This design comes from an exercise in tuning for small area on the open sky130 flow, not from production work.
In this exercise RTL edits were held to simulation tests only and were not proved equivalent to the original.
No run shown here takes its clock network from TritonCTS; it comes from the design's own scripts or RTL.
No driver is modelled on the clock port, so clock power and skew are understated where the tree is cut down; a real chip needs a root buffer or a tree.
Power figures rest on the tool's default switching activity, not on a simulated workload.

<file path="flow/design.v">
module VM(one_yuan, ten_yuan, clk, rst, cancel, buy_g1, buy_g2, on, occupy, get_good, ret_coin, good1, good2, AN, seg_out, status, reset);
input one_yuan;
input ten_yuan;
input clk;
input rst;
input cancel;
input buy_g1;
input buy_g2;
input reset;
output on;
output occupy;
output get_good;
output ret_coin;
output reg good1;
output reg good2;
output reg [7:0] AN;
output reg [7:0] seg_out;
output [3:0] status;
localparam S_off=4'd0, S0=4'd1, S1=4'd2, S2=4'd3, S3=4'd4, S4=4'd5, S5=4'd6, S6=4'd7, S_wait=4'd8;
reg [3:0] st;
reg v;
reg [2:0] s1, s2;         
reg jam;                  
reg [8:0] cnt;
wire op_start = cnt[0];
wire ptype = cnt[4];
reg [7:0] amt;            
reg ce;                   
assign status = st;
wire in_off = (st == S_off);
wire in_s0 = (st == S0);
wire in_s1 = (st == S1);
wire in_s2 = (st == S2);
wire in_s3 = (st == S3);
wire in_s4 = (st == S4);
wire in_s5 = (st == S5);
wire in_s6 = (st == S6);
wire in_w = (st == S_wait);
assign on = ~(in_off | in_s0) | v;
assign occupy = ~(in_off | in_s0 | in_s1) | (in_s1 & v);
assign get_good = (in_s5 & v) | (in_w & ~v);
assign ret_coin = in_w & v;
wire s1z = (s1 == 0);
wire s2z = (s2 == 0);
wire ge5 = (|amt[7:3]) | (amt[2] & (amt[1] | amt[0]));
wire ge10 = (|amt[7:4]) | (amt[3] & (amt[2] | amt[1]));
wire ok1 = ge5 & ~s1z;
wire ok2 = ge10 & ~s2z;
wire done = cnt[8] & cnt[7] & cnt[5] & cnt[4] & cnt[3] & cnt[1] & cnt[0];
wire [8:0] cnt_step = {cnt[7:0], ~(cnt[8] ^ cnt[3])};
wire buy1 = ~jam & buy_g1 & (in_s2 | in_s4);
wire buy2 = ~jam & buy_g2 & (in_s3 | in_s4);
wire pend = (in_s5 & ~v) | (in_s6 & v);
reg [3:0] nst;
reg nv;
always @* begin
  nst = st;
  nv = 1'b1;
  case (st)
    S_off: begin nst = rst ? S0 : S_off; nv = 1'b0; end
    S0: begin
      if (op_start) begin nst = S1; nv = 1'b0; end
      else if (!rst) nst = S_off;
    end
    S1: begin
      if (!rst || cancel) begin nst = S6; nv = 1'b0; end
      else if (ok1 && ok2) nst = S4;
      else if (ok1) nst = S2;
      else if (ok2) nst = S3;
    end
    S2: begin
      if (cancel) begin nst = S6; nv = buy1; end
      else if (buy1) begin nst = S5; nv = 1'b0; end
      else if (!rst) begin nst = S6; nv = 1'b0; end
      else if (ok2) nst = S4;
    end
    S3: begin
      if (cancel) begin nst = S6; nv = buy2; end
      else if (buy2) begin nst = S5; nv = 1'b0; end
      else if (!rst) begin nst = S6; nv = 1'b0; end
    end
    S4: begin
      if (cancel) begin nst = S6; nv = buy1 | buy2; end
      else if (buy1 || buy2) begin nst = S5; nv = 1'b0; end
      else if (!rst) begin nst = S6; nv = 1'b0; end
    end
    S5: if (!buy_g1 || !buy_g2) begin nst = S_wait; nv = 1'b0; end
    S6: nst = S_wait;
    S_wait: if (done) nst = v ? S0 : S1;
             else nv = v;
    default: ;
  endcase
end
always @(posedge clk)
  cnt <= (in_w && !done) ? cnt_step : {4'b0111, buy1, 3'b111, in_s0 & (op_start | (amt != 0))};
always @(posedge clk) begin
  if (reset) begin
    st <= S_off;
    v <= 1'b0;
    s1 <= 3'd5;
    s2 <= 3'd5;
    jam <= 1'b0;
    good1 <= 1'b0;
    good2 <= 1'b0;
  end else begin
    st <= nst;
    v <= nv;
    s1 <= s1 - buy1;
    s2 <= s2 - buy2;
    if ((buy1 || buy2) && cancel) jam <= 1'b1;
    if (in_s2 || in_s4) good1 <= 1'b1;
    else if (in_w && !v && !done) good1 <= ok1;
    else if (!in_s5 && !in_w) good1 <= 1'b0;
    else if (in_w && v) good1 <= 1'b0;
    if (in_s3 || in_s4) good2 <= 1'b1;
    else if (in_w && !v && !done) good2 <= ok2;
    else if (!in_s5 && !in_w) good2 <= 1'b0;
    else if (in_w && v) good2 <= 1'b0;
  end
end
wire le28 = ~(|amt[7:5]) & ~(amt[4] & amt[3] & amt[2] & (amt[1] | amt[0]));
wire le10 = ~(|amt[7:4]) & ~(amt[3] & (amt[2] | (amt[1] & amt[0])));
wire add2 = !ce && one_yuan && le28;
wire add20 = !ce && !one_yuan && ten_yuan && le10;
wire [7:0] amt_p2 = {3'b000, amt[4:1] + 4'd1, amt[0]};
wire [7:0] amt_p20 = {4'b0001, amt[3:2] + 2'd1, amt[1:0]};
wire [7:0] amt_sub = amt - (ptype ? 8'd5 : 8'd10);
always @(posedge clk) begin
  if (reset) begin
    amt <= 8'd0;
    ce <= 1'b0;
  end else begin
    ce <= one_yuan | ten_yuan;
    if (!rst || cancel) amt <= 8'd0;
    else if (pend) amt <= amt_sub;
    else if (add2) amt <= amt_p2;
    else if (add20) amt <= amt_p20;
  end
end
reg [6:0] div;            
wire div_jump = (div[5:0] == 6'b011100);
reg [2:0] sp;
reg [3:0] r;
wire [4:0] data_q = {r[0] & ~(r[1] ^ r[2]), r[2] & r[1], r[2:0]};
wire [4:0] cq = {r[3], r[2] & r[1], r[2:0]};
reg [4:0] code;
always @(posedge clk) begin
  if (reset) begin
    div <= 7'd115;
    sp <= 3'd7;
    r <= 4'b1111;
  end else begin
    div <= {div[5:0], ~(div[6] ^ div[0]) ^ div_jump};
    if (div_jump) sp <= sp + 3'd1;
    r <= {code[4], (sp <= 3'd1) ? code[2:0] : dl};
  end
end
wire hi = (|amt[7:5]) | (amt[4] & (amt[3] | amt[2]));
wire [4:0] dig = hi ? amt[5:1] - 5'd10 : amt[5:1];
always @* begin
  if (!rst) AN = 8'h00;
  else if (occupy)
    case (sp)
      3'd0: AN = 8'b11111110;
      3'd1: AN = 8'b11111101;
      3'd2: AN = 8'b11111011;
      default: AN = 8'hff;
    endcase
  else
    case (sp)
      3'd0: AN = 8'b11110111;
      3'd1: AN = 8'b11101111;
      3'd2: AN = 8'b11011111;
      3'd3: AN = 8'b10111111;
      3'd4: AN = 8'b01111111;
      default: AN = 8'hff;
    endcase
end
wire dig_ok = ~dig[3] | ~(dig[2] | dig[1]) | (&dig);
reg [2:0] dl;
always @* begin
  code = 5'b11111;
  dl = 3'b111;
  if (rst) begin
    if (!occupy) begin
      case (sp)
        3'd0: code = 5'b10000;                  
        3'd1, 3'd2: code = 5'b11110;            
        3'd3: code = 5'b11011;                  
        3'd4: code = 5'b11100;                  
        default:
          case (r[2:0])
            3'b010: code = 5'b11110;
            3'b011: code = 5'b11011;
            3'b100: code = 5'b11100;
            default: code = 5'b11111;
          endcase
      endcase
      dl = (sp <= 3'd4) ? sp : r[2:0];
    end else begin
      case (sp)
        3'd0: code = {2'b10, amt[0], 1'b0, amt[0]};
        3'd1: code = dig_ok ? dig : cq;
        3'd2: code = hi ? 5'b10001 : 5'b11111;
        default: code = data_q;
      endcase
      dl = (sp == 3'd2) ? code[2:0] : r[2:0];
    end
  end
end
always @* begin
  seg_out[7] = code[4];
  case (code[3:0])
    4'd0: seg_out[6:0] = 7'b1000000;
    4'd1: seg_out[6:0] = 7'b1111001;
    4'd2: seg_out[6:0] = 7'b0100100;
    4'd3: seg_out[6:0] = 7'b0110000;
    4'd4: seg_out[6:0] = 7'b0011001;
    4'd5: seg_out[6:0] = 7'b0010010;
    4'd6: seg_out[6:0] = 7'b0000010;
    4'd7: seg_out[6:0] = 7'b1111000;
    4'd8: seg_out[6:0] = 7'b0000000;
    4'd9: seg_out[6:0] = 7'b0010000;
    4'd10: seg_out[6:0] = 7'b0000110;    
    4'd11: seg_out[6:0] = 7'b0000110;
    4'd12: seg_out[6:0] = 7'b0001001;
    4'd13: seg_out[6:0] = 7'b0010011;
    4'd14: seg_out[6:0] = 7'b1000111;
    default: seg_out[6:0] = 7'b1111111;
  endcase
end
endmodule
</file>
<file path="flow/flow/run.sh">
#!/bin/bash
# Layout flow: the standard synthesis, then the combinational logic between
# the registers is mapped again by ABC for area (registers, their names and cell
# types are untouched), then the standard ORFS layout with the smallest port
# buffers and a clock tree of one level of buffers (flow/cts_pre.tcl).
set -euo pipefail
W=$(pwd)
R=$W/orfs/results/$FLOW_PLATFORM/VM/base
L=$W/orfs/logs/$FLOW_PLATFORM/VM/base
LIB=$FLOW_HOME/platforms/sky130hd/lib/sky130_fd_sc_hd__tt_025C_1v80.lib

# 1. standard synthesis
bash standard.sh synth > $W/log_1_synth.log 2>&1

# 2. remap the combinational logic
cp $R/1_2_yosys.v $W/std_synth.v
python3 $W/flow/mkcells.py $LIB $W/std_synth.v $W/cells.v
DONTUSE=$(grep -o -- '-dont_use [A-Za-z0-9_]*' $L/1_2_yosys.log | sort -u | tr '\n' ' ')
cat > $W/resynth.ys <<EOT
read_verilog $W/cells.v
read_verilog $W/std_synth.v
hierarchy -top $FLOW_TOP
flatten
hierarchy -top $FLOW_TOP
rename -hide w:*.*
techmap
opt -fast
opt_clean -purge
stat -liberty $LIB
abc -liberty $LIB $DONTUSE -script $W/flow/abc.script
splitnets
opt_clean -purge
hilomap -singleton -hicell sky130_fd_sc_hd__conb_1 HI -locell sky130_fd_sc_hd__conb_1 LO
insbuf -buf sky130_fd_sc_hd__buf_4 A X
stat -liberty $LIB
check
write_verilog -noattr -noexpr -nohex -nodec $W/resynth.v
EOT
yosys -l $W/log_2_resynth.log $W/resynth.ys > /dev/null 2>&1
cp $W/resynth.v $R/1_2_yosys.v
rm -f $R/1_synth.odb $R/1_synth.sdc
touch $R/1_2_yosys.v

# 3. layout
export FLOW_CLOCK_BUFFER=sky130_fd_sc_hd__clkbuf_16
export FLOW_CLOCK_GROUPS=2
bash standard.sh \
  "BUFFER_PORTS_ARGS=-buffer_cell sky130_fd_sc_hd__buf_1" \
  "PRE_CTS_TCL=$W/flow/cts_pre.tcl" \
  finish > $W/log_3_layout.log 2>&1
</file>
<file path="flow/flow/abc.script">
&get -n
&deepsyn -T 60
&put
dch -f
amap
&get -n
&deepsyn -T 60
&put
dch -f
amap
&get -n
&deepsyn -T 60
&put
dch -f
amap
</file>
<file path="flow/flow/cts_pre.tcl">
# Clock tree for this small design: the registers are split by position into
# FLOW_CLOCK_GROUPS groups (k-means on their locations) and the clock port
# drives one clock buffer per group, placed at the group's centre, which drives
# that group's register clock pins. This replaces clock_tree_synthesis.
proc clock_tree_synthesis { args } {
  set block [ord::get_db_block]
  set dbu [$block getDbUnitsPerMicron]
  set k $::env(FLOW_CLOCK_GROUPS)
  set pins {}
  foreach iterm [[$block findNet clk] getITerms] {
    set box [[$iterm getInst] getBBox]
    lappend pins [list $iterm [expr { ([$box xMin] + [$box xMax]) / 2.0 / $dbu }] \
      [expr { ([$box yMin] + [$box yMax]) / 2.0 / $dbu }]]
  }
  set pins [lsort -real -index 1 $pins]
  set n [llength $pins]
  # start from k slices along x, then refine with k-means
  set cent {}
  for { set g 0 } { $g < $k } { incr g } {
    set p [lindex $pins [expr { int(($g + 0.5) * $n / $k) }]]
    lappend cent [list [lindex $p 1] [lindex $p 2]]
  }
  for { set it 0 } { $it < 20 } { incr it } {
    set assign {}
    foreach p $pins {
      set best 0
      set bd 1e30
      for { set g 0 } { $g < $k } { incr g } {
        set c [lindex $cent $g]
        set d [expr { abs([lindex $p 1] - [lindex $c 0]) + abs([lindex $p 2] - [lindex $c 1]) }]
        if { $d < $bd } { set bd $d; set best $g }
      }
      lappend assign $best
    }
    set newc {}
    for { set g 0 } { $g < $k } { incr g } {
      set sx 0; set sy 0; set m 0
      foreach p $pins a $assign {
        if { $a == $g } { set sx [expr { $sx + [lindex $p 1] }]; set sy [expr { $sy + [lindex $p 2] }]; incr m }
      }
      if { $m > 0 } { lappend newc [list [expr { $sx / $m }] [expr { $sy / $m }]] } else { lappend newc [lindex $cent $g] }
    }
    set cent $newc
  }
  for { set g 0 } { $g < $k } { incr g } {
    set loads {}
    foreach p $pins a $assign {
      if { $a == $g } {
        set iterm [lindex $p 0]
        lappend loads [get_pins "[[$iterm getInst] getName]/[[$iterm getMTerm] getName]"]
      }
    }
    if { [llength $loads] == 0 } { continue }
    set c [lindex $cent $g]
    puts "clock buffer $g: [llength $loads] clock pins at ($c)"
    insert_buffer -buffer_cell $::env(FLOW_CLOCK_BUFFER) -net clk -load_pins $loads \
      -location $c -buffer_name clkbuf_$g -net_name clknet_$g
  }
  set clk_net [$block findNet clk]
  $clk_net setSigType CLOCK
  foreach iterm [$clk_net getITerms] {
    foreach o [[$iterm getInst] getITerms] {
      if { [$o isOutputSignal] } { [$o getNet] setSigType CLOCK }
    }
  }
  set_propagated_clock [all_clocks]
}
</file>
<file path="flow/flow/mkcells.py">
# Emit Verilog models of the sky130hd combinational cells used in a netlist,
# and blackbox stubs for its flip-flops, from the Liberty file.
import re, sys
lib = open(sys.argv[1]).read()
net = open(sys.argv[2]).read()
used = sorted(set(re.findall(r'\b(sky130_fd_sc_hd__\w+)\s+\S+\s*\(', net)))
def cellblock(name):
    i = lib.index('cell ("%s")' % name) if ('cell ("%s")' % name) in lib else lib.index('cell (%s)' % name)
    depth = 0; j = lib.index('{', i)
    k = j
    while True:
        if lib[k] == '{': depth += 1
        elif lib[k] == '}':
            depth -= 1
            if depth == 0: break
        k += 1
    return lib[j:k]
def conv(f):
    f = f.replace('!', '~').replace('+', '|').replace('*', '&')
    # implicit AND by space between operands
    f = re.sub(r'(?<=[\w)])\s+(?=[\w(~])', ' & ', f.strip())
    return f
out = []
for c in used:
    b = cellblock(c)
    pins = re.findall(r'pin\s*\(\s*"?(\w+)"?\s*\)\s*\{(.*?)\n\s{8}\}', b, re.S)
    if 'ff (' in b or 'ff(' in b or 'latch' in b:
        ins = []; outs = []
        for p, body in re.findall(r'pin\s*\(\s*"?(\w+)"?\s*\)\s*\{(.*?)direction\s*:\s*"?(\w+)', b, re.S) and [] or []:
            pass
        dirs = re.findall(r'pin\s*\(\s*"?(\w+)"?\s*\)\s*\{[^{}]*?direction\s*:\s*"?(\w+)"?', b, re.S)
        ports = [p for p, d in dirs]
        decl = ''.join(f"  {'input' if d=='input' else 'output'} {p};\n" for p, d in dirs)
        out.append(f"(* blackbox *)\nmodule {c}({', '.join(ports)});\n{decl}endmodule\n")
        continue
    dirs = re.findall(r'pin\s*\(\s*"?(\w+)"?\s*\)\s*\{[^{}]*?direction\s*:\s*"?(\w+)"?', b, re.S)
    funcs = dict(re.findall(r'pin\s*\(\s*"?(\w+)"?\s*\)\s*\{[^{}]*?function\s*:\s*"([^"]*)"', b, re.S))
    ports = [p for p, d in dirs]
    body = ''
    for p, d in dirs:
        body += f"  {'input' if d=='input' else 'output'} {p};\n"
    for p, d in dirs:
        if d == 'output':
            body += f"  assign {p} = {conv(funcs[p])};\n"
    out.append(f"module {c}({', '.join(ports)});\n{body}endmodule\n")
open(sys.argv[3], 'w').write('\n'.join(out))
</file>
<file path="flow/standard.sh">
#!/bin/bash
# synth_recipe.tcl (not shown) runs the flow's synth.tcl, then flattens the netlist and writes it again
# the make line also repeats each setting of config.mk as NAME=value (left out here)
make -C /OpenROAD-flow-scripts/flow DESIGN_CONFIG=/design/flow/config.mk WORK_HOME=/design/flow/orfs CLKGATE_MAP_FILE= SYNTH_SCRIPT=/design/flow/synth_recipe.tcl "${@:-finish}"
</file>
<file path="flow/config.mk">
export PLATFORM = sky130hd
export DESIGN_NAME = VM
export DESIGN_NICKNAME = VM
export VERILOG_FILES = /design/flow/design.v
export SDC_FILE = /design/flow/constraint.sdc
export NUM_CORES = 4
export LEC_CHECK = 0
export ABC_AREA = 1
export CAP_MARGIN = 20
export CORE_MARGIN = 2
export CORE_UTILIZATION = 60
export SLEW_MARGIN = 20
</file>
<file path="flow/constraint.sdc">
create_clock -name core_clock -period 10.0 [get_ports {clk}]
set_input_delay 2.0000 -clock core_clock [delete_from_list [all_inputs] [get_ports {clk}]]
set_output_delay 2.0000 -clock core_clock [all_outputs]
set_load 0.01 [all_outputs]
</file>
==> results.txt, run 1 <==
- Min-Delay Startpoint: cnt[2]
- Minimum period implied by the final worst setup slack: 6.27 ns
- Ratio of final minimum period to clock period: a little over three fifths
- From left edge to right edge, the die measures 66.5 um.
- Row count: 22
- Total length of routed wires: 5.49 mm
- Arrival time at the worst endpoint: approximately 4.3 ns
- In the global route stage, met2 resource usage came out at 47.6%.
- Wire length of the first global-routing pass: 9.38 mm
- The clock reaches the later pin of the worst-skew pair after 0.16 ns.
- The number of gates resized after CTS was 0.
* DR WL/cell: approximately 13 um
- After legalization and detailed placement, the total HPWL measured 4.30 mm.
- On the final layout, the worst clock skew is approximately 0.024 ns.
- Total setup violations reported at the end of the flow: 0
- Die outline height: about 66 um
- In this run the most used layer during global routing was met2.
- Number of I/O pins: 34
- For this run, the total global-route usage over all layers was measured as approximately a quarter.
- For this run, the number of Yosys warnings is 1.
- Clk network pwr share: between 10% and 20%
* DRC marker count from the first detailed-route iteration: roughly 300
- Cell internal power was estimated by the tool at approximately 0.32 mW.
* Worst setup path class: input port to output pin
- For this run the aggregate overflow at the end of global routing stands at 0.
- Switching power of the nets: 0.220 mW
- Critical path capture point type: output pin
* Top library cells by usage in the layout, fill and taps aside: 76 x sky130_fd_sc_hd__nor2_1, 47 x sky130_fd_sc_hd__clkinv_1, 46 x sky130_fd_sc_hd__dfxtp_1
* Via-to-Cell Ratio: 5.84
- The floorplan step defined a core boundary enclosing between 3000 and 4000 um^2.
- Post-route standard cell area excluding fillers: ~2600 um^2
- Before antenna repair, the detailed router went through 5 iterations.
* Number of filler cells placed in the layout: ~330
- Path class of the lowest-slack min-delay path: flip-flop to flip-flop
* Placed Cells incl. Taps: roughly 410
- Of the cells placed in the final design, the portion with a size suffix greater than 1 is 1.09%.
- Synthesis produced a netlist whose cell count is about 330.
- Post-synthesis instance area: about 2300 um^2
- Global routing consumed, on the met1 layer, between 30% and 40% of the routing resources.
- Final non-filler cell total: between 400 and 500
- The library cell used most frequently in the layout, excluding fill and tap cells, is sky130_fd_sc_hd__nor2_1.
- Pin count of the biggest net entering global routing: 27
- After clock tree synthesis, the clock-pin slew on the worst setup and hold paths is 0.10 ns.
* Final Max Tran Viols: 0
* Number of nets produced by synthesis: between 300 and 400
- Effective utilization at floorplan: between 60% and 70%
- Placer congestion estimate: 0.932
- Number of maximum-capacitance violations: 0
- Total number of nets in the final design: 377
* Required @ worst endpoint: about 8 ns
* Avg Inst Size Synth: approximately 7.1 um^2
* Register share of total power: 40.5%
- CTS Hold Buffers Added: 0
* Worst max-slew margin expressed relative to the limit: about half
- Setup repair after global routing left no endpoint under its margin.
- Antenna diode instance count: 0
- Derived from the worst setup path, the maximum achievable clock frequency is around 160 MHz.
- Summing all placed instances gives a cell area of 2530 um^2.
- In this run the remaining antenna-violating nets after routing total 0.
- Total Power: 0.544 mW
* Total negative slack: 0 ns
- The final hold violation count is 0.
- The number of global-route vias before repair came to approximately 2,200.
- For this design the static power due to leakage is slightly below 0.9 nW.
* Startpoint kind of the worst setup timing path: input port
- At the pin with the least slew margin, the transition time is about 0.71 ns.
* Worst-case vdd ir drop: between 150 and 200 uV
- The number of antenna violations at the first check in global routing was 0.
- Power density over the cells: approximately 210 nW/um^2
- Layout overhead on the synthesized area: 10.3%
* Via total after detailed routing: 2,423
* R2r startpoint: amt[5]
- Post-CTS timing repair inserted 0 buffers for setup.
- Result of the run: timing/DRC/antenna clean
* Switching share of power: between 40 and 50%
- After detailed routing, the number of remaining DRC violations is 0.
* Quantity of I/O buffers inserted on ports: 33
* Crit path from: rst
- GR met3 Demand/Resource: 1.18%
- The die covers about 4400 um^2.
- In this run the worst path has a maximum fanout of 8.
- Gate power share: around 44%
## area by class of cell, without the clock buffers
cell class,count,area (um^2),area share (%)
multi-input combinational,237,1240,47.9
inverter,47,176,6.83
tap,48,60.1,2.33
sequential,46,921,35.7
timing repair buffer,35,139,5.38
## metal layers
metal | vias to the layer above | share of wire [%]
li1 | 1230 | -
met1 | 1084 | 45
met2 | 99 | 47
met3 | 10 | 6.6
met4 | 0 | 1.3
met5 | - | 0
## metrics by stage
stage,util (%),setup slack [ns],hold WS (ns)
final,69.5,3.73,0.430
after floorplan,-,4.26,0.394
after global routing,69.5,3.36,0.458
after CTS,69.5,3.78,0.434
after global placement,68.1,3.92,0.396
after detailed placement,68.1,3.78,0.409
## final timing paths
path / end / slack [ns] / depth (start not counted)
setup reg to reg: amt[4] / 6.74 / 13
hold reg to reg: cnt[3] / 0.43 / 1
setup / recovery: seg_out[4] / 3.73 / 12
hold / removal: cnt[3] / 0.43 / 1
## power by group through the flow
stage / Sequential [mW] / Clock, mW / Combinational (mW)
floorplan: 0.222 / 0 / 0.172
global placement: 0.224 / 0 / 0.237
detailed placement: 0.224 / 0 / 0.238
CTS: 0.220 / 0.0850 / 0.238
global route: 0.223 / 0.0920 / 0.272
finish: 0.220 / 0.0832 / 0.241
## sequential cells by signal, indices dropped and copies added, names as in the netlist, 3 cells and up
name / cells
sp: 3
amt: 8
st: 4
r: 4
s2: 3
s1: 3
cnt: 9
div: 7
## critical path, cell delays in order
cell and delay [ns]:
sky130_fd_sc_hd__buf_1 0.31, sky130_fd_sc_hd__nand2_1 0.14, sky130_fd_sc_hd__nor2_1 0.14, sky130_fd_sc_hd__a31oi_1 0.12
sky130_fd_sc_hd__nor3_1 0.56, sky130_fd_sc_hd__clkinv_1 0.18, sky130_fd_sc_hd__o21ai_0 0.25, sky130_fd_sc_hd__nand2_1 0.10
sky130_fd_sc_hd__nor2_1 0.14, sky130_fd_sc_hd__o21ai_0 0.09, sky130_fd_sc_hd__o21ai_0 0.07, sky130_fd_sc_hd__buf_1 0.16
==> run 2, diff against run 1 <==
--- a/flow/design.v
+++ b/flow/design.v
@@ -24,18 +24,19 @@
 reg [8:0] cnt;
 wire op_start = cnt[0];
 wire ptype = cnt[4];
-reg [7:0] amt;            
+reg [6:0] amt_q;
+wire [7:0] amt = {amt_q[6] | amt_q[5], amt_q};
 reg ce;                   
 assign status = st;
-wire in_off = (st == S_off);
-wire in_s0 = (st == S0);
-wire in_s1 = (st == S1);
-wire in_s2 = (st == S2);
-wire in_s3 = (st == S3);
-wire in_s4 = (st == S4);
-wire in_s5 = (st == S5);
-wire in_s6 = (st == S6);
-wire in_w = (st == S_wait);
+wire in_w = st[3];
+wire in_off = ~st[3] & (st[2:0] == 3'd0);
+wire in_s0 = (st[2:0] == 3'd1);
+wire in_s1 = (st[2:0] == 3'd2);
+wire in_s2 = (st[2:0] == 3'd3);
+wire in_s3 = (st[2:0] == 3'd4);
+wire in_s4 = (st[2:0] == 3'd5);
+wire in_s5 = (st[2:0] == 3'd6);
+wire in_s6 = (st[2:0] == 3'd7);
 assign on = ~(in_off | in_s0) | v;
 assign occupy = ~(in_off | in_s0 | in_s1) | (in_s1 & v);
 assign get_good = (in_s5 & v) | (in_w & ~v);
@@ -50,45 +51,57 @@
 wire [8:0] cnt_step = {cnt[7:0], ~(cnt[8] ^ cnt[3])};
 wire buy1 = ~jam & buy_g1 & (in_s2 | in_s4);
 wire buy2 = ~jam & buy_g2 & (in_s3 | in_s4);
+wire buy = buy1 | buy2;
 wire pend = (in_s5 & ~v) | (in_s6 & v);
+wire buy_cancel = buy & cancel;
 reg [3:0] nst;
 reg nv;
 always @* begin
-  nst = st;
-  nv = 1'b1;
-  case (st)
-    S_off: begin nst = rst ? S0 : S_off; nv = 1'b0; end
-    S0: begin
-      if (op_start) begin nst = S1; nv = 1'b0; end
-      else if (!rst) nst = S_off;
-    end
-    S1: begin
-      if (!rst || cancel) begin nst = S6; nv = 1'b0; end
+  if (in_w) begin
+    nst = done ? (v ? S0 : S1) : S_wait;
+    nv = v | done;
+  end else
+  case (st[2:0])
+    3'd0: begin nst = rst ? S0 : S_off; nv = 1'b0; end
+    3'd1: begin
+      nst = op_start ? S1 : (rst ? S0 : S_off);
+      nv = ~op_start;
+    end
+    3'd2: begin
+      if (!rst || cancel) nst = S6;
       else if (ok1 && ok2) nst = S4;
       else if (ok1) nst = S2;
       else if (ok2) nst = S3;
-    end
-    S2: begin
-      if (cancel) begin nst = S6; nv = buy1; end
-      else if (buy1) begin nst = S5; nv = 1'b0; end
-      else if (!rst) begin nst = S6; nv = 1'b0; end
+      else nst = S1;
+      nv = rst & ~cancel;
+    end
+    3'd3: begin
+      if (cancel) nst = S6;
+      else if (buy1) nst = S5;
+      else if (!rst) nst = S6;
       else if (ok2) nst = S4;
-    end
-    S3: begin
-      if (cancel) begin nst = S6; nv = buy2; end
-      else if (buy2) begin nst = S5; nv = 1'b0; end
-      else if (!rst) begin nst = S6; nv = 1'b0; end
-    end
-    S4: begin
-      if (cancel) begin nst = S6; nv = buy1 | buy2; end
-      else if (buy1 || buy2) begin nst = S5; nv = 1'b0; end
-      else if (!rst) begin nst = S6; nv = 1'b0; end
-    end
-    S5: if (!buy_g1 || !buy_g2) begin nst = S_wait; nv = 1'b0; end
-    S6: nst = S_wait;
-    S_wait: if (done) nst = v ? S0 : S1;
-             else nv = v;
-    default: ;
+      else nst = S2;
+      nv = buy_cancel;
+    end
+    3'd4: begin
+      if (cancel) nst = S6;
+      else if (buy2) nst = S5;
+      else if (!rst) nst = S6;
+      else nst = S3;
+      nv = buy_cancel;
+    end
+    3'd5: begin
+      if (cancel) nst = S6;
+      else if (buy) nst = S5;
+      else if (!rst) nst = S6;
+      else nst = S4;
+      nv = buy_cancel;
+    end
+    3'd6: begin
+      nst = (buy_g1 && buy_g2) ? S5 : S_wait;
+      nv = buy_g1 & buy_g2;
+    end
+    default: begin nst = S_wait; nv = 1'b1; end
   endcase
 end
 always @(posedge clk)
@@ -107,15 +120,9 @@
     v <= nv;
     s1 <= s1 - buy1;
     s2 <= s2 - buy2;
-    if ((buy1 || buy2) && cancel) jam <= 1'b1;
-    if (in_s2 || in_s4) good1 <= 1'b1;
-    else if (in_w && !v && !done) good1 <= ok1;
-    else if (!in_s5 && !in_w) good1 <= 1'b0;
-    else if (in_w && v) good1 <= 1'b0;
-    if (in_s3 || in_s4) good2 <= 1'b1;
-    else if (in_w && !v && !done) good2 <= ok2;
-    else if (!in_s5 && !in_w) good2 <= 1'b0;
-    else if (in_w && v) good2 <= 1'b0;
+    if (buy_cancel) jam <= 1'b1;
+    good1 <= in_s2 | in_s4 | (in_s5 & good1) | (in_w & ~v & (done ? good1 : ok1));
+    good2 <= in_s3 | in_s4 | (in_s5 & good2) | (in_w & ~v & (done ? good2 : ok2));
   end
 end
 wire le28 = ~(|amt[7:5]) & ~(amt[4] & amt[3] & amt[2] & (amt[1] | amt[0]));
@@ -127,14 +134,14 @@
 wire [7:0] amt_sub = amt - (ptype ? 8'd5 : 8'd10);
 always @(posedge clk) begin
   if (reset) begin
-    amt <= 8'd0;
+    amt_q <= 7'd0;
     ce <= 1'b0;
   end else begin
     ce <= one_yuan | ten_yuan;
-    if (!rst || cancel) amt <= 8'd0;
-    else if (pend) amt <= amt_sub;
-    else if (add2) amt <= amt_p2;
-    else if (add20) amt <= amt_p20;
+    if (!rst || cancel) amt_q <= 7'd0;
+    else if (pend) amt_q <= amt_sub[6:0];
+    else if (add2) amt_q <= amt_p2[6:0];
+    else if (add20) amt_q <= amt_p20[6:0];
   end
 end
 reg [6:0] div;            
==> results.txt, run 2 <==
* Result of the run: timing/DRC/antenna clean (unchanged)
* Total routing resource utilization after global routing: 27.0% (was 26.2%)
- The final setup skew came to 0.00524 ns (was 0.0245 ns).
* Worst-case vdd ir drop: 155 uV (was 164 uV)
- Cell count along the critical path: 16 (was 12)
- The number of synthesis warnings is 1 (unchanged).
- The first-pass GRT wire length is 9.38 mm (unchanged).
- DRC marker count from the first detailed-route iteration: 198 (was 303)
* Row count: 22 (unchanged)
- Total negative slack: 0 ns (unchanged)
- Cell depth of the worst flop-to-flop path: 9 (was 13)
- The detailed-route via count is 2,321 (was 2,423).
- Die outline height: 65.0 um (was 66.5 um)
- The average vias per placed instance was 5.88 (was 5.84).
- The startpoint of the worst hold path is cnt[6] (was cnt[2]).
- Placer congestion estimate: 0.954 (was 0.932)
- The residual DRC count is 0 (unchanged).
* Required @ worst endpoint: 8.00 ns (about the same)
- Cell breakdown of the critical path: nand2_1, o31ai_1, clkinv_1, o22ai_1, or2_0, a21oi_1, o311ai_0, clkinv_1, nor2_1, nor2_1, a21oi_1, clkinv_1, a21oi_1, nor2_1, a21oi_1, buf_1 (was buf_1, nand2_1, nor2_1, a31oi_1, nor3_1, clkinv_1, o21ai_0, nand2_1, nor2_1, o21ai_0, o21ai_0, buf_1).
* CTS Hold Buffers Added: 0 (unchanged)
* Layout overhead on the synthesized area: 10.5% (was 10.3%)
- Quantity of I/O buffers inserted on ports: 33 (unchanged)
- Avg Inst Size Synth: 7.15 um^2 (was 7.07 um^2)
* DR WL/cell: 14.1 um (was 13.2 um)
- Achievable Freq: 162 MHz (was 160 MHz)
* Largest register FFs: 9 (unchanged)
- The period utilization is 61.9% (was 62.7%).
- The cell leakage power is 0.821 nW (was 0.874 nW).
* Arrival time at the worst endpoint: 4.19 ns (was 4.27 ns)
* Critical Path Fanout Max: 7 (was 8)
* Remaining Overflow, GRT: 0 (unchanged)
- The number of I/O pins came to 34 (unchanged).
- Path class of the lowest-slack min-delay path: flip-flop to flip-flop (unchanged)
- Number of detailed-route iterations in the first pass: 5 (unchanged)
- Total number of nets in the final design: 357 (was 377)
- The category of the worst setup path launch point is a flip-flop (was input port).
* Die width: 65.0 um (was 66.5 um)
* Delay of the slowest critical-path stage: 0.73 ns (was 0.56 ns)
- Largest delay share family, worst path: compound AO/OA/AOI/OAI gates (was simple AND/OR/NAND/NOR gates)
- The total detailed-routing wirelength was 5.57 mm (was 5.49 mm).
* Post-synthesis instance area: 2230 um^2 (was 2340 um^2)
- Buffers & Inverters on Critical Path: 4 (was 3)
- Final Max Tran Viols: 0 (unchanged)
- The total nets after synthesis is 320 (was 339).
- The worst flop-to-flop path startpoint is st[1] (was amt[5]).
- Die Outline Area: 4220 um^2 (was 4420 um^2)
* ANT nets after route: 0 (unchanged)
* Worst flop-to-flop path endpoint: r[0] (was amt[4])
* Antenna diode instance count: 0 (unchanged)
* Clock-pin slew of the registers on the worst-case setup and hold paths: 0.09 ns (was 0.10 ns)
* Pin count of the biggest net entering global routing: 24 (was 27)
- The number of antenna violations at the first check in global routing came to 0 (unchanged).
* Share of cells above drive strength 1: 0.865% (was 1.09%)
- The endpoint type of the worst setup path is an output pin (unchanged).
- The number of global-route vias before repair is 2,173 (was 2,176).
* Cts repair resizes: 0 (unchanged)
- The critical path class was flip-flop to output pin (was input port to output pin).
- Half-perimeter wire length of the detailed placement result: 4.32 mm (was 4.30 mm)
- Core Footprint: 3610 um^2 (was 3720 um^2)
- Largest registers in the final layout: cnt (9), amt_q (7), div (7) (was cnt (9), amt (8), div (7)).
* Worst max-slew margin expressed relative to the limit: 41.2% (was 51.7%)
- Power density over the cells: 250 nW/um^2 (was 211 nW/um^2)
- The number of stages on the worst hold path came to 1 (unchanged).
- The post-placement worst setup slack was 3.98 ns (was 3.78 ns).
* Top library cells by usage in the layout, fill and taps aside: 75 x sky130_fd_sc_hd__nor2_1, 45 x sky130_fd_sc_hd__dfxtp_1, 42 x sky130_fd_sc_hd__clkinv_1 (was 76 x sky130_fd_sc_hd__nor2_1, 47 x sky130_fd_sc_hd__clkinv_1, 46 x sky130_fd_sc_hd__dfxtp_1)
- Worst path most repeated cell: sky130_fd_sc_hd__a21oi_1 (was sky130_fd_sc_hd__o21ai_0)
* Slew @ Worst Pin: 0.875 ns (was 0.706 ns)
* Number of instances in the synthesized netlist: 312 (was 331)
- The commonest non-fill, non-tap cell in the layout is sky130_fd_sc_hd__nor2_1 (unchanged).
- Final count of hold timing violations: 0 (unchanged)
- Total setup violations reported at the end of the flow: 0 (unchanged)
- Slowest cell on the critical path: sky130_fd_sc_hd__o31ai_1 (was sky130_fd_sc_hd__nor3_1)
* Worst skew pair latency: 0.15 ns (was 0.16 ns)
- Setup bufs post-CTS: 0 (unchanged)
- RSZ-0062 raised after global routing: no (unchanged)
* Effective utilization at floorplan: 61.9% (was 63.0%)
- The largest register by flop count is cnt (unchanged).
* Number of maximum-capacitance violations: 0 (unchanged)
* Minimum period implied by the final worst setup slack: 6.19 ns (was 6.27 ns)
* Post-route setup slack: 3.81 ns (was 3.73 ns)
* Hold Path End: cnt[7] (was cnt[3])
- The internal reg-to-reg setup slack was 7.11 ns (was 6.74 ns).
==> run 2: worst register-to-register path, delay by kind of cell (launching register included) <==
kind	cells	cell delay (ns)
AO/OA/AOI/OAI	5	1.32
flip-flops	1	0.47
AND/OR/NAND/NOR	2	0.41
buffers and inverters	2	0.62
==> run 2: how the worst max path moves through the flow <==
stage           from         end  slack, ns
6_report       st[1]  seg_out[5]       3.81
5_1_grt        sp[2]  seg_out[5]       3.31
4_1_cts        st[1]  seg_out[5]       3.94
3_5_place_dp     rst  seg_out[5]       3.98
3_3_place_gp     rst  seg_out[5]       4.08
2_1_floorplan    rst  seg_out[0]       4.37
==> run 2: metal layers <==
metal  up-vias  track usage [%]  part of all wire (%)
li1       1164                -                     -
met1      1057             35.7                    43
met2        93             48.3                    49
met3         7             1.74                   6.4
met4         0             5.32                   1.3
met5         -                0                     0
==> run 2: cell type report, without the clock buffers <==
type,count,area [um^2]
tap,48,60.1
multi-input combinational,224,1170
fill,335,1140
timing repair buffer,34,131
sequential,45,901
inverter,42,158
==> run 2: per-stage QoR <==
step	instances	area [um^2]	hold WS (ns)	utilization [%]	power [mW]
CTS	395	2470	0.431	68.4	0.612
finish	395	2470	0.428	68.4	0.616
detailed placement	393	2420	0.409	67.0	0.532
floorplan	312	2230	0.384	-	0.444
global route	395	2470	0.444	68.4	0.664
global placement	393	2420	0.391	67.0	0.526
==> run 2: where the power goes <==
group	switching (mW)	internal [mW]
sequential	0.0255	0.203
clock	0.0456	0.0366
combinational	0.203	0.102
==> run 3, diff against run 2 <==
--- a/flow/design.v
+++ b/flow/design.v
@@ -17,8 +17,9 @@
 output reg [7:0] seg_out;
 output [3:0] status;
 localparam S_off=4'd0, S0=4'd1, S1=4'd2, S2=4'd3, S3=4'd4, S4=4'd5, S5=4'd6, S6=4'd7, S_wait=4'd8;
-reg [3:0] st;
-reg v;
+reg [3:0] q;
+wire [3:0] st = {q[3] & ~q[1] & ~q[0], q[2] & (~q[3] | q[1]), q[1], q[0] & ~(q[3] & q[2] & ~q[1])};
+wire v = q[3] & (q[2:0] != 3'b000);
 reg [2:0] s1, s2;         
 reg jam;                  
 reg [8:0] cnt;
@@ -108,16 +109,17 @@
   cnt <= (in_w && !done) ? cnt_step : {4'b0111, buy1, 3'b111, in_s0 & (op_start | (amt != 0))};
 always @(posedge clk) begin
   if (reset) begin
-    st <= S_off;
-    v <= 1'b0;
+    q <= 4'b0000;
     s1 <= 3'd5;
     s2 <= 3'd5;
     jam <= 1'b0;
     good1 <= 1'b0;
     good2 <= 1'b0;
   end else begin
-    st <= nst;
-    v <= nv;
+    if (nst == S_wait) q <= {1'b1, nv, 2'b00};
+    else if (nst == S_off) q <= {nv, nv, 1'b0, nv};
+    else if (nst == S2 || nst == S3 || nst == S4) q <= nst;
+    else q <= {nv, nst[2:0]};
     s1 <= s1 - buy1;
     s2 <= s2 - buy2;
     if (buy_cancel) jam <= 1'b1;
==> results.txt, run 3 <==
- Result of the run: timing/DRC/antenna clean (unchanged).
* Cell depth of the worst flop-to-flop path: 15 (was 9)
- The switching power share of the total is 43.9% (was 44.5%).
- The post-CTS setup buffer count was 0 (unchanged).
- The endpoint type of the worst setup path is an output pin (unchanged).
- The overall die area came to 4240 um^2 (was 4220 um^2).
- Largest registers in the final layout: cnt (9), amt_q (7), div (7) (unchanged).
- The clock transition at the register clock pins on the worst setup and hold paths after CTS is 0.09 ns (about the same).
- The register area is 881 um^2 (was 901 um^2).
* Total number of nets in the final design: 367 (was 357)
* Met2 Use GR: 48.2% (was 48.3%)
- The global-route usage over all layers is 26.9% (was 27.0%).
- Gate power share: 47.5% (was 49.6%)
* Register share of total power: 38.7% (was 37.1%)
- Number of filler cells placed in the layout: 348 (was 335)
- Cell breakdown of the critical path: nor2_1, clkinv_1, nor2_1, nor2_1, nor2_1, nor3_1, clkinv_1, nor2_1, clkinv_1, nor3_1, a21oi_1, o21ai_0, clkinv_1, o21ai_0, o21ai_0, a21oi_1, clkinv_1, nand2_1, o31ai_1, o21ai_0, buf_1 (was nand2_1, o31ai_1, clkinv_1, o22ai_1, or2_0, a21oi_1, o311ai_0, clkinv_1, nor2_1, nor2_1, a21oi_1, clkinv_1, a21oi_1, nor2_1, a21oi_1, buf_1).
* Final count of hold timing violations: 0 (unchanged)
* Most frequent standard cell in the layout excluding fill and tap cells: sky130_fd_sc_hd__nor2_1 (unchanged)
- The maximum fanout encountered on the critical timing path came to 10 (was 7).
- Row count: 22 (unchanged)
- The post-CTS resize count is 0 (unchanged).
- Wire length of the first global-routing pass: 9.36 mm (was 9.38 mm)
* Via total after detailed routing: 2,318 (was 2,321)
* Worst setup path class: flip-flop to output pin (unchanged)
- Buffers & Inverters on Critical Path: 6 (was 4)
- The transition time at the pin with the least slew margin was 0.637 ns (was 0.875 ns).
- Die outline height: 65.1 um (was 65.0 um)
- Number of maximum-capacitance violations: 0 (unchanged)
* Int Power: 0.329 mW (was 0.342 mW)
* Switching power of the nets: 0.257 mW (was 0.274 mW)
- GR met3 Demand/Resource: 1.37% (was 1.74%)
* Via-to-Cell Ratio: 5.72 (was 5.88)
* Layout overhead on the synthesized area: 10.4% (was 10.5%)
- Number of instances in the synthesized netlist: 322 (was 312)
- Worst reg2reg setup slack: 6.30 ns (was 7.11 ns)
* Vias in the first global route: 2,096 (was 2,173)
* Ratio of final minimum period to clock period: 66.1% (was 61.9%)
* Achievable Freq: 151 MHz (was 162 MHz)
* Slowest cell on the critical path: sky130_fd_sc_hd__o21ai_0 (was sky130_fd_sc_hd__o31ai_1)
* Required @ worst endpoint: 8.00 ns (about the same)
* Global-route met1 utilization: 37.3% (was 35.7%)
- Die width: 65.1 um (was 65.0 um)
- Power density over the cells: 237 nW/um^2 (was 250 nW/um^2)
* Pin count of the biggest net entering global routing: 26 (was 24)
* Total setup violations reported at the end of the flow: 0 (unchanged)
* Worst-case vdd ir drop: 214 uV (was 155 uV)
- The number of DRC markers in iteration 0 was 284 (was 198).
- The final max-slew violation count was 0 (unchanged).
- Largest register FFs: 9 (unchanged)
* Count of unresolved DRC violations after routing: 0 (unchanged)
- The total area of multi-input combinational cells was 1200 um^2 (was 1170 um^2).
- Number of nets produced by synthesis: 330 (was 320)
- Depth of the worst hold-timing path: 1 (unchanged)
* R2r startpoint: q[1] (was st[1])
* Total negative slack: 0 ns (unchanged)
- Antenna diode instance count: 0 (unchanged)
* Post-synthesis instance area: 2240 um^2 (was 2230 um^2)
- Minimum period implied by the final worst setup slack: 6.61 ns (was 6.19 ns)
- Busiest grt layer: met2 (unchanged)
* Worst max-slew margin expressed relative to the limit: 56.4% (was 41.2%)
- The total detailed-routing wirelength came to 5.57 mm (about the same).
- The post-detailed-route wirelength per cell was 13.8 um (was 14.1 um).
- Standby leakage power: 0.863 nW (was 0.821 nW)
* Effective utilization at floorplan: 61.7% (was 61.9%)
- The final antenna-violating net count is 0 (unchanged).
- Half-perimeter wire length of the detailed placement result: 4.28 mm (was 4.32 mm)
- Clk network pwr share: 13.8% (was 13.3%)
* Number of I/O pins: 34 (unchanged)
* Quantity of I/O buffers inserted on ports: 33 (unchanged)
- The number of detailed-route iterations in the first pass is 5 (unchanged).
* Worst clock skew on the final layout: 0.00881 ns (was 0.00524 ns)
* CTS Hold Buffers Added: 0 (unchanged)
* Arrival time at the worst endpoint: 4.61 ns (was 4.19 ns)
- Dpl cell area: 2430 um^2 (was 2420 um^2)
- Worst skew pair latency: 0.15 ns (about the same)
- The standard cell core area came to 3630 um^2 (was 3610 um^2).
* Hold Path End: div[6] (was cnt[7])
- The startpoint of the worst hold path is div[5] (was cnt[6]).
- Remaining Overflow, GRT: 0 (unchanged)
- The share of cells above drive strength 1 was 0.840% (was 0.865%).
* RSZ-0062 raised after global routing: no (unchanged)
- Top library cells by usage in the layout, fill and taps aside: 70 x sky130_fd_sc_hd__nor2_1, 44 x sky130_fd_sc_hd__dfxtp_1, 42 x sky130_fd_sc_hd__clkinv_1 (was 75 x sky130_fd_sc_hd__nor2_1, 45 x sky130_fd_sc_hd__dfxtp_1, 42 x sky130_fd_sc_hd__clkinv_1).
- Avg Inst Size Synth: 6.97 um^2 (was 7.15 um^2)
- Delay of the slowest critical-path stage: 0.55 ns (was 0.73 ns)
- The number of antenna violations at the first check in global routing is 0 (unchanged).
- The reg-to-reg critical path endpoint was r[2] (was r[0]).
* Largest delay share family, worst path: simple AND/OR/NAND/NOR gates (was compound AO/OA/AOI/OAI gates)
- Post-route standard cell area excluding fillers: 2480 um^2 (was 2470 um^2)
* Register with the most flip-flops: cnt (unchanged)
- Count of yosys warnings during synthesis: 1 (unchanged)
- Placer congestion estimate: 0.973 (was 0.954)
- The worst hold path class is flip-flop to flip-flop (unchanged).
- The category of the worst setup path launch point is a flip-flop (unchanged).
## run 3: per-layer routing
layer | part of all wire (%) | wire [um]
met1 | 45 | 2510
met2 | 48 | 2650
met3 | 6.2 | 343
met4 | 1.1 | 59
met5 | 0 | 0
## run 3: how the worst max path moves through the flow
stage	startpoint	to	slack, ns	depth (start not counted)
final	q[1]	seg_out[1]	3.39	21
after global routing	q[1]	seg_out[1]	2.73	21
after CTS	q[1]	seg_out[1]	3.49	21
after detailed placement	q[1]	seg_out[1]	3.72	21
after global placement	q[1]	seg_out[1]	4.00	21
after floorplan	q[1]	seg_out[1]	4.24	20
## run 3: final cells by class, without the clock buffers
cell class / count / area share (%)
Tap cell: 48 / 2.42
Timing Repair Buffer: 34 / 5.30
Inverter: 42 / 6.36
Multi-Input combinational cell: 235 / 48.3
Sequential cell: 44 / 35.6
## run 3: metrics by stage
step / instances / setup WS (ns) / util [%] / total power [mW] / hold WS, ns
final: 405 / 3.39 / 68.2 / 0.586 / 0.443
after global routing: 405 / 2.73 / 68.2 / 0.633 / 0.450
after CTS: 405 / 3.49 / 68.2 / 0.584 / 0.449
after detailed placement: 403 / 3.72 / 66.8 / 0.502 / 0.427
after global placement: 403 / 4.00 / 66.8 / 0.500 / 0.398
after floorplan: 322 / 4.24 / - / 0.425 / 0.394
## run 3: power groups by stage
stage	Clock, mW	Sequential [mW]	Combinational (mW)
2_1_floorplan	0	0.224	0.202
3_3_place_gp	0	0.229	0.271
3_5_place_dp	0	0.230	0.272
4_1_cts	0.0826	0.226	0.275
5_1_grt	0.0867	0.231	0.316
6_report	0.0809	0.227	0.278
==> run 4, diff against run 3 <==
--- a/flow/flow/run.sh
+++ b/flow/flow/run.sh
@@ -16,7 +16,12 @@
 cp $R/1_2_yosys.v $W/std_synth.v
 python3 $W/flow/mkcells.py $LIB $W/std_synth.v $W/cells.v
 DONTUSE=$(grep -o -- '-dont_use [A-Za-z0-9_]*' $L/1_2_yosys.log | sort -u | tr '\n' ' ')
-cat > $W/resynth.ys <<EOT
+# ABC is run from NUM_CORES different random seeds in parallel; the netlist
+# with the smallest cell area is kept.
+NRUN=${NUM_CORES:-4}
+for k in $(seq 1 $NRUN); do
+  sed -e "s/@S1@/$k/" -e "s/@S2@/$((k + 10))/" -e "s/@S3@/$((k + 20))/" $W/flow/abc.script.in > $W/abc_$k.script
+  cat > $W/resynth_$k.ys <<EOT
 read_verilog $W/cells.v
 read_verilog $W/std_synth.v
 hierarchy -top $FLOW_TOP
@@ -27,16 +32,32 @@
 opt -fast
 opt_clean -purge
 stat -liberty $LIB
-abc -liberty $LIB $DONTUSE -script $W/flow/abc.script
+abc -liberty $LIB $DONTUSE -script $W/abc_$k.script
 splitnets
 opt_clean -purge
 hilomap -singleton -hicell sky130_fd_sc_hd__conb_1 HI -locell sky130_fd_sc_hd__conb_1 LO
 insbuf -buf sky130_fd_sc_hd__buf_4 A X
-stat -liberty $LIB
+tee -o $W/resynth_$k.stat stat -liberty $LIB
 check
-write_verilog -noattr -noexpr -nohex -nodec $W/resynth.v
+write_verilog -noattr -noexpr -nohex -nodec $W/resynth_$k.v
 EOT
-yosys -l $W/log_2_resynth.log $W/resynth.ys > /dev/null 2>&1
+  yosys -l $W/log_2_resynth_$k.log $W/resynth_$k.ys > /dev/null 2>&1 &
+done
+wait
+BEST=""
+BESTA=""
+for k in $(seq 1 $NRUN); do
+  A=$(grep 'Chip area' $W/resynth_$k.stat | awk '{print $NF}' || true)
+  echo "resynth $k: area $A" >> $W/log_2_resynth_pick.log
+  if [[ -n "$A" && -s $W/resynth_$k.v ]]; then
+    if [[ -z "$BESTA" ]] || awk -v a="$A" -v b="$BESTA" 'BEGIN { exit !(a < b) }'; then
+      BEST=$k
+      BESTA=$A
+    fi
+  fi
+done
+echo "picked $BEST ($BESTA)" >> $W/log_2_resynth_pick.log
+cp $W/resynth_$BEST.v $W/resynth.v
 cp $W/resynth.v $R/1_2_yosys.v
 rm -f $R/1_synth.odb $R/1_synth.sdc
 touch $R/1_2_yosys.v
==> flow/flow/abc.script.in (new file) <==
&get -n
&deepsyn -T 60 -S @S1@
&put
dch -f
amap
&get -n
&deepsyn -T 60 -S @S2@
&put
dch -f
amap
&get -n
&deepsyn -T 60 -S @S3@
&put
dch -f
amap
removed: flow/flow/abc.script
==> results.txt, run 4 <==
- Int Power: 0.315 mW (was 0.329 mW)
- Number of filler cells placed in the layout: 324 (was 348)
- Vias in the first global route: 2,049 (was 2,096)
- Clk network pwr share: 14.7% (was 13.8%)
* Top library cells by usage in the layout, fill and taps aside: 60 x sky130_fd_sc_hd__nor2_1, 48 x sky130_fd_sc_hd__clkinv_1, 44 x sky130_fd_sc_hd__dfxtp_1 (was 70 x sky130_fd_sc_hd__nor2_1, 44 x sky130_fd_sc_hd__dfxtp_1, 42 x sky130_fd_sc_hd__clkinv_1)
* DR WL/cell: 13.7 um (was 13.8 um)
- The row count was 22 (unchanged).
- The final instance count without filler cells was 397 (was 405).
- RSZ-0062 raised after global routing: no (unchanged).
* Final Max Tran Viols: 0 (unchanged)
* Layout overhead on the synthesized area: 10.9% (was 10.4%)
- The hold buffer count at cts is 0 (unchanged).
* Number of instances in the synthesized netlist: 313 (was 322)
- Effective utilization at floorplan: 61.7% (about the same)
- The worst endpoint required time came to 8.00 ns (about the same).
- Die outline height: 64.9 um (was 65.1 um)
* Count of yosys warnings during synthesis: 1 (unchanged)
* Wire length of the first global-routing pass: 9.17 mm (was 9.36 mm)
* Number of nets produced by synthesis: 321 (was 330)
- Cts repair resizes: 0 (unchanged)
- The die span in x is 64.9 um (was 65.1 um).
* Register share of total power: 40.7% (was 38.7%)
- Placer congestion estimate: 0.979 (was 0.973)
* Setup bufs post-CTS: 0 (unchanged)
- The mean cell area of the mapped netlist is 7.11 um^2 (was 6.97 um^2).
- Register with the most flip-flops: cnt (unchanged)
- The overall die area came to 4210 um^2 (was 4240 um^2).
- Number of detailed-route iterations in the first pass: 5 (unchanged)
- The total detailed-routing wirelength came to 5.43 mm (was 5.57 mm).
* Final count of hold timing violations: 0 (unchanged)
* Post-route standard cell area excluding fillers: 2470 um^2 (was 2480 um^2)
* ANT nets after route: 0 (unchanged)
* Quantity of I/O buffers inserted on ports: 33 (unchanged)
- Power density over the cells: 222 nW/um^2 (was 237 nW/um^2)
* Largest register FFs: 9 (unchanged)
- The max-cap violation count was 0 (unchanged).
* Worst max-slew margin expressed relative to the limit: 39.6% (was 56.4%)
* Via-to-Cell Ratio: 5.95 (was 5.72)
- The category of the worst setup path launch point is an input port (was flip-flop).
* Worst clock skew on the final layout: 0.0169 ns (was 0.00881 ns)
* Largest registers in the final layout: cnt (9), amt_q (7), div (7) (unchanged)
- The detailed-route via count is 2,361 (was 2,318).
- Switching share of power: 42.4% (was 43.9%)
* Number of antenna violations at the first check in global routing: 0 (unchanged)
- Dpl cell area: 2420 um^2 (was 2430 um^2)
- Half-perimeter wire length of the detailed placement result: 4.12 mm (was 4.28 mm)
- The total placed cells including tap cells is 395 (was 403).
* Slew @ Worst Pin: 0.883 ns (was 0.637 ns)
* Ratio of final minimum period to clock period: 65.5% (was 66.1%)
- Result of the run: timing/DRC/antenna clean (unchanged)
* Achievable Freq: 153 MHz (was 151 MHz)
- The critical path class is input port to output pin (was flip-flop to output pin).
- Total negative slack: 0 ns (unchanged)
- Count of unresolved DRC violations after routing: 0 (unchanged)
- The commonest non-fill, non-tap cell in the layout is sky130_fd_sc_hd__nor2_1 (unchanged).
- Share of cells above drive strength 1: 1.15% (was 0.840%)
* Area of the multi-input gates: 1160 um^2 (was 1200 um^2)
- Core Footprint: 3610 um^2 (was 3630 um^2)
- Number of I/O pins: 34 (unchanged)
- The global-route usage over all layers came to 26.7% (was 26.9%).
- Gate power share: 44.5% (was 47.5%)
* Standby leakage power: 0.845 nW (was 0.863 nW)
- The count of inserted antenna diode cells was 0 (unchanged).
- The clock transition at the register clock pins on the worst setup and hold paths after CTS was 0.08 ns (was 0.09 ns).
* Critical path capture point type: output pin (unchanged)
- DRC marker count from the first detailed-route iteration: 228 (was 284)
- The number of nets in the layout was 359 (was 367).
* Pin count of the biggest net entering global routing: 27 (was 26)
- The final core utilization is 68.4% (was 68.2%).
- The arrival time of data at the critical path endpoint is 4.55 ns (was 4.61 ns).
* Storage cell area: 881 um^2 (unchanged)
- Path class of the lowest-slack min-delay path: flip-flop to flip-flop (unchanged)
* Post-synthesis instance area: 2220 um^2 (was 2240 um^2)
- The insertion delay to the later sink of the worst-skew pair is 0.16 ns (was 0.15 ns).
- Switching power of the nets: 0.232 mW (was 0.257 mW)
- The total global routing overflow was 0 (unchanged).
* Minimum period implied by the final worst setup slack: 6.55 ns (was 6.61 ns)
* Critical Path Fanout Max: 13 (was 10)
- Worst-case vdd ir drop: 150 uV (was 214 uV)
- The setup-violating endpoint count in the final report is 0 (unchanged).
-- run 4: final timing paths --
path / start / endpoint / slack (ns) / cells past startpoint
max: rst / seg_out[4] / 3.45 / 10
min: cnt[2] / cnt[3] / 0.43 / 1
max reg2reg: q[3] / r[1] / 6.91 / 13
min reg2reg: cnt[2] / cnt[3] / 0.43 / 1
-- run 4: area by class of cell, without the clock buffers --
cell class,count,area share [%]
inverter,48,7.31
multi-input combinational,220,46.9
sequential,44,35.7
tap,48,2.44
timing repair buffer,35,5.63
-- run 4: routing by layer --
| layer | global-route usage (%) | vias up | part of all wire [%] |
|---|---|---|---|
| met5 | 0 | - | 0 |
| met4 | 5.85 | 0 | 2.0 |
| met3 | 1.74 | 16 | 7.1 |
| met2 | 45.4 | 115 | 46 |
| met1 | 37.2 | 1055 | 45 |
| li1 | - | 1175 | - |
-- run 4: critical path: stages --
cell,delay (ns)
sky130_fd_sc_hd__buf_1,0.21
sky130_fd_sc_hd__clkinv_1,0.37
sky130_fd_sc_hd__nor3_1,0.62
sky130_fd_sc_hd__clkinv_1,0.14
sky130_fd_sc_hd__o32ai_1,0.36
sky130_fd_sc_hd__o21ai_0,0.21
sky130_fd_sc_hd__o21ai_0,0.16
sky130_fd_sc_hd__clkinv_1,0.13
sky130_fd_sc_hd__a22oi_1,0.18
sky130_fd_sc_hd__buf_1,0.17
-- run 4: power by group through the flow --
stage	clock, mW	sequential (mW)	combinational, mW
after floorplan	0	0.221	0.174
after global placement	0	0.226	0.237
after detailed placement	0	0.226	0.238
after CTS	0.0824	0.222	0.240
after global routing	0.0867	0.226	0.273
final	0.0805	0.223	0.243
-- run 4: stage by stage --
stage	total power, mW	hold slack [ns]	setup slack [ns]
floorplan	0.395	0.394	3.92
global placement	0.463	0.399	3.71
detailed placement	0.464	0.403	3.54
CTS	0.544	0.431	3.54
global route	0.585	0.437	3.15
finish	0.546	0.426	3.45
==> run 5, diff against run 4 <==
--- a/flow/flow/run.sh
+++ b/flow/flow/run.sh
@@ -16,9 +16,10 @@
 cp $R/1_2_yosys.v $W/std_synth.v
 python3 $W/flow/mkcells.py $LIB $W/std_synth.v $W/cells.v
 DONTUSE=$(grep -o -- '-dont_use [A-Za-z0-9_]*' $L/1_2_yosys.log | sort -u | tr '\n' ' ')
-# ABC is run from NUM_CORES different random seeds in parallel; the netlist
-# with the smallest cell area is kept.
-NRUN=${NUM_CORES:-4}
+# ABC is run from 2 * NUM_CORES different random seeds, NUM_CORES at a time;
+# the netlist with the smallest cell area is kept.
+NPAR=${NUM_CORES:-4}
+NRUN=$((2 * NPAR))
 for k in $(seq 1 $NRUN); do
   sed -e "s/@S1@/$k/" -e "s/@S2@/$((k + 10))/" -e "s/@S3@/$((k + 20))/" $W/flow/abc.script.in > $W/abc_$k.script
   cat > $W/resynth_$k.ys <<EOT
@@ -42,6 +43,7 @@
 write_verilog -noattr -noexpr -nohex -nodec $W/resynth_$k.v
 EOT
   yosys -l $W/log_2_resynth_$k.log $W/resynth_$k.ys > /dev/null 2>&1 &
+  if (( k % NPAR == 0 )); then wait; fi
 done
 wait
 BEST=""
@@ -63,8 +65,8 @@
 touch $R/1_2_yosys.v
 
 # 3. layout
-export FLOW_CLOCK_BUFFER=sky130_fd_sc_hd__clkbuf_16
-export FLOW_CLOCK_GROUPS=2
+export FLOW_CLOCK_BUFFER=sky130_fd_sc_hd__clkbuf_8
+export FLOW_CLOCK_GROUPS=3
 bash standard.sh \
   "BUFFER_PORTS_ARGS=-buffer_cell sky130_fd_sc_hd__buf_1" \
   "PRE_CTS_TCL=$W/flow/cts_pre.tcl" \
==> results.txt, run 5 <==
- Result of the run: timing/DRC/antenna clean (unchanged)
* Number of instances in the synthesized netlist: 310 (was 313)
- R2r startpoint: q[2] (was q[3])
- Delay of the slowest critical-path stage: 0.44 ns (was 0.62 ns)
* Remaining Overflow, GRT: 0 (unchanged)
- Buffers & Inverters on Critical Path: 6 (was 5)
- Avg Inst Size Synth: 7.13 um^2 (was 7.11 um^2)
- The standard cell core area is 3610 um^2 (unchanged).
- The setup-violating endpoint count in the final report came to 0 (unchanged).
* Total Power: 0.561 mW (was 0.546 mW)
- The residual DRC count was 0 (unchanged).
* Startpoint kind of the worst setup timing path: flip-flop (was input port)
- The global-route usage over all layers is 26.3% (was 26.7%).
* DR WL/cell: 13.3 um (was 13.7 um)
- Critical Path Fanout Max: 12 (was 13)
- The first-pass GRT wire length came to 9.20 mm (was 9.17 mm).
- Most frequent standard cell in the layout excluding fill and tap cells: sky130_fd_sc_hd__nor2_1 (unchanged)
- Int Power: 0.318 mW (was 0.315 mW)
* Vias in the first global route: 2,126 (was 2,049)
- The final instance count without filler cells came to 395 (was 397).
- ANT nets after route: 0 (unchanged)
- The number of antenna violations at the first check in global routing is 0 (unchanged).
* Half-perimeter wire length of the detailed placement result: 4.05 mm (was 4.12 mm)
- The total power per unit cell area was 230 nW/um^2 (was 222 nW/um^2).
- The power spent charging and discharging nets is 0.243 mW (was 0.232 mW).
* Total length of routed wires: 5.27 mm (was 5.43 mm)
- The insertion delay to the later sink of the worst-skew pair is 0.16 ns (about the same).
- The clock transition at the register clock pins on the worst setup and hold paths after CTS was 0.11 ns (was 0.08 ns).
- Slew @ Worst Pin: 0.794 ns (was 0.883 ns)
* Post-route setup slack: 4.38 ns (was 3.45 ns)
* Crit path from: q[0] (was rst)
- Pin count of the biggest net entering global routing: 23 (was 27)
* Share of cells above drive strength 1: 1.44% (was 1.15%)
- The sequential power share is 39.4% (was 40.7%).
- The overall die area came to 4190 um^2 (was 4210 um^2).
* Min-Delay Startpoint: cnt[6] (was cnt[2])
* Gate power share: 47.7% (was 44.5%)
- Arrival time at the worst endpoint: 3.62 ns (was 4.55 ns)
* Cts repair resizes: 0 (unchanged)
- Cell breakdown of the critical path: clkinv_1, nand2_1, clkinv_1, nor2_1, o21ai_0, buf_4, o32ai_1, clkinv_1, o21ai_0, clkinv_1, o21ai_0, o21bai_1, o21ai_0, a22o_1, buf_1 (was buf_1, clkinv_1, nor3_1, clkinv_1, o32ai_1, o21ai_0, o21ai_0, clkinv_1, a22oi_1, buf_1).
* Path class of the lowest-slack min-delay path: flip-flop to flip-flop (unchanged)
- Total number of nets in the final design: 357 (was 359)
- Number of detailed-route iterations in the first pass: 5 (unchanged)
- The final sum of negative setup slack was 0 ns (unchanged).
- RSZ-0062 raised after global routing: no (unchanged)
- The endpoint type of the worst setup path is an output pin (unchanged).
* Worst clock skew on the final layout: 0.0241 ns (was 0.0169 ns)
- Via total after detailed routing: 2,338 (was 2,361)
- Worst-case vdd ir drop: 177 uV (was 150 uV)
- Ratio of final minimum period to clock period: 56.2% (was 65.5%)
- The peak clock frequency supported by timing came to 178 MHz (was 153 MHz).
- Count of yosys warnings during synthesis: 1 (unchanged)
- Die outline height: 64.7 um (was 64.9 um)
* Row count: 22 (unchanged)
- Quantity of I/O buffers inserted on ports: 33 (unchanged)
- The flip-flop count of the largest register after layout came to 9 (unchanged).
- The number of DRC markers in iteration 0 is 228 (unchanged).
* Standby leakage power: 0.870 nW (was 0.845 nW)
- Slowest cell on the critical path: sky130_fd_sc_hd__dfxtp_1 (was sky130_fd_sc_hd__nor3_1)
- Via-to-Cell Ratio: 5.92 (was 5.95)
- Clk network pwr share: 12.9% (was 14.7%)
* Minimum period implied by the final worst setup slack: 5.62 ns (was 6.55 ns)
- Required @ worst endpoint: 8.00 ns (about the same)
- The max-cap violation count is 0 (unchanged).
* Layout overhead on the synthesized area: 10.5% (was 10.9%)
- The final hold violation count is 0 (unchanged).
- The total placed cells including tap cells was 392 (was 395).
* Placer congestion estimate: 0.921 (was 0.979)
* Switching share of power: 43.3% (was 42.4%)
- The gate family responsible for the most delay along the worst path is compound AO/OA/AOI/OAI gates (was buffers and inverters).
* Dpl cell area: 2400 um^2 (was 2420 um^2)
* Number of filler cells placed in the layout: 353 (was 324)
- Worst setup timing slack at the placement stage: 4.54 ns (was 3.54 ns)
- Worst max-slew margin expressed relative to the limit: 46.4% (was 39.6%)
- Setup bufs post-CTS: 0 (unchanged)
- Worst setup path class: flip-flop to output pin (was input port to output pin)
- The largest register by flop count is cnt (unchanged).
* Largest registers in the final layout: cnt (9), amt_q (7), div (7) (unchanged)
* Number of I/O pins: 34 (unchanged)
- The post-route cell area came to 2440 um^2 (was 2470 um^2).
- The final max-slew violation count came to 0 (unchanged).
- The initial core utilization is 61.3% (was 61.7%).
- Antenna diode instance count: 0 (unchanged)
- The hold buffer count at cts is 0 (unchanged).
- Number of nets produced by synthesis: 318 (was 321)
- Post-synthesis instance area: 2210 um^2 (was 2220 um^2)
* Die width: 64.7 um (was 64.9 um)
- Top library cells by usage in the layout, fill and taps aside: 59 x sky130_fd_sc_hd__nor2_1, 44 x sky130_fd_sc_hd__dfxtp_1, 39 x sky130_fd_sc_hd__clkinv_1 (was 60 x sky130_fd_sc_hd__nor2_1, 48 x sky130_fd_sc_hd__clkinv_1, 44 x sky130_fd_sc_hd__dfxtp_1).
## run 5: cell count changes in the layout (fill, tap and decap cells not counted), moves of 3 or more
cell | before | now
sky130_fd_sc_hd__clkinv_1 | 48 | 39
sky130_fd_sc_hd__o21ai_0 | 17 | 26
sky130_fd_sc_hd__nand3_1 | 9 | 3
sky130_fd_sc_hd__a211oi_1 | 5 | 1
sky130_fd_sc_hd__a21oi_1 | 17 | 21
sky130_fd_sc_hd__nand2_1 | 29 | 33
sky130_fd_sc_hd__a21o_1 | 4 | 1
sky130_fd_sc_hd__clkbuf_8 | 0 | 3
## run 5: power by group through the flow
stage / registers, mW / logic (mW) / clock network (mW)
finish: 0.221 / 0.268 / 0.0725
CTS: 0.220 / 0.266 / 0.0746
global placement: 0.225 / 0.263 / 0
global route: 0.225 / 0.303 / 0.0803
floorplan: 0.220 / 0.192 / 0
detailed placement: 0.224 / 0.264 / 0
## run 5: cell type report, without the clock buffers
| cell class | count | area (um^2) | area share [%] |
|---|---|---|---|
| inverters | 39 | 146 | 5.99 |
| multi-input cells | 226 | 1180 | 48.1 |
| flip-flops and latches | 44 | 881 | 36.0 |
| well taps | 48 | 60.1 | 2.46 |
| repair buffers | 35 | 139 | 5.68 |
## run 5: worst paths after layout
check | end | depth (start not counted) | slack, ns
hold reg to reg | cnt[7] | 1 | 0.41
hold / removal | cnt[7] | 1 | 0.41
setup / recovery | seg_out[0] | 15 | 4.38
setup reg to reg | q[2] | 10 | 7.18
## run 5: metrics by stage
stage | util [%] | hold WS (ns)
4_1_cts | 67.8 | 0.412
6_report | 67.8 | 0.405
3_5_place_dp | 66.6 | 0.405
5_1_grt | 67.8 | 0.447
2_1_floorplan | - | 0.394
3_3_place_gp | 66.6 | 0.396
## run 5: per-layer routing
metal / vias to the layer above / track usage, % / share of wire, %
met5: - / 0 / 0
met4: 0 / 4.79 / 0.99
met3: 7 / 2.26 / 5.5
met2: 81 / 45.5 / 45
met1: 1078 / 36.2 / 48
li1: 1172 / - / -
## run 5: worst reg2reg max path, delay by kind of cell (launching register included)
family	cells	cell delay, ns
DFF	1	0.38
AOI/OAI and AO/OA	2	0.25
buffers and inverters	1	0.19
and+or+nand+nor	7	1.88

==> port drivers added, routing unchanged <==
Ports are ideal in the flow. The routed layouts listed here were re-timed in OpenROAD. Step 1 sets driving cells, clkbuf_16 on the clock port and buf_2 on the other inputs (assumed; they add their load-dependent delay and slew). Step 2 times the ports against the registers' clock, not the clock port: input delays grow and output delays shrink by t, the midpoint of the rising clock arrivals with the driver on. Slacks: ideal / step 1 / step 2; pairs: ideal / step 1.
run | t, ns | setup WS [ns] | worst setup path at the end
run 1 | 0.193 | 3.732 / 3.705 / 3.705 | input to output
run 2 | 0.197 | 3.814 / 3.767 / 3.900 | input to output
run 3 | 0.198 | 3.391 / 3.343 / 3.540 | register to output
run 4 | 0.193 | 3.446 / 3.405 / 3.405 | input to output
run 5 | 0.197 | 4.382 / 4.335 / 4.460 | input to output
After both steps every run listed still meets setup and hold. The setup slack of run 4, which loses most, moves by -0.041 ns with the drivers and by -0.041 ns with both steps.
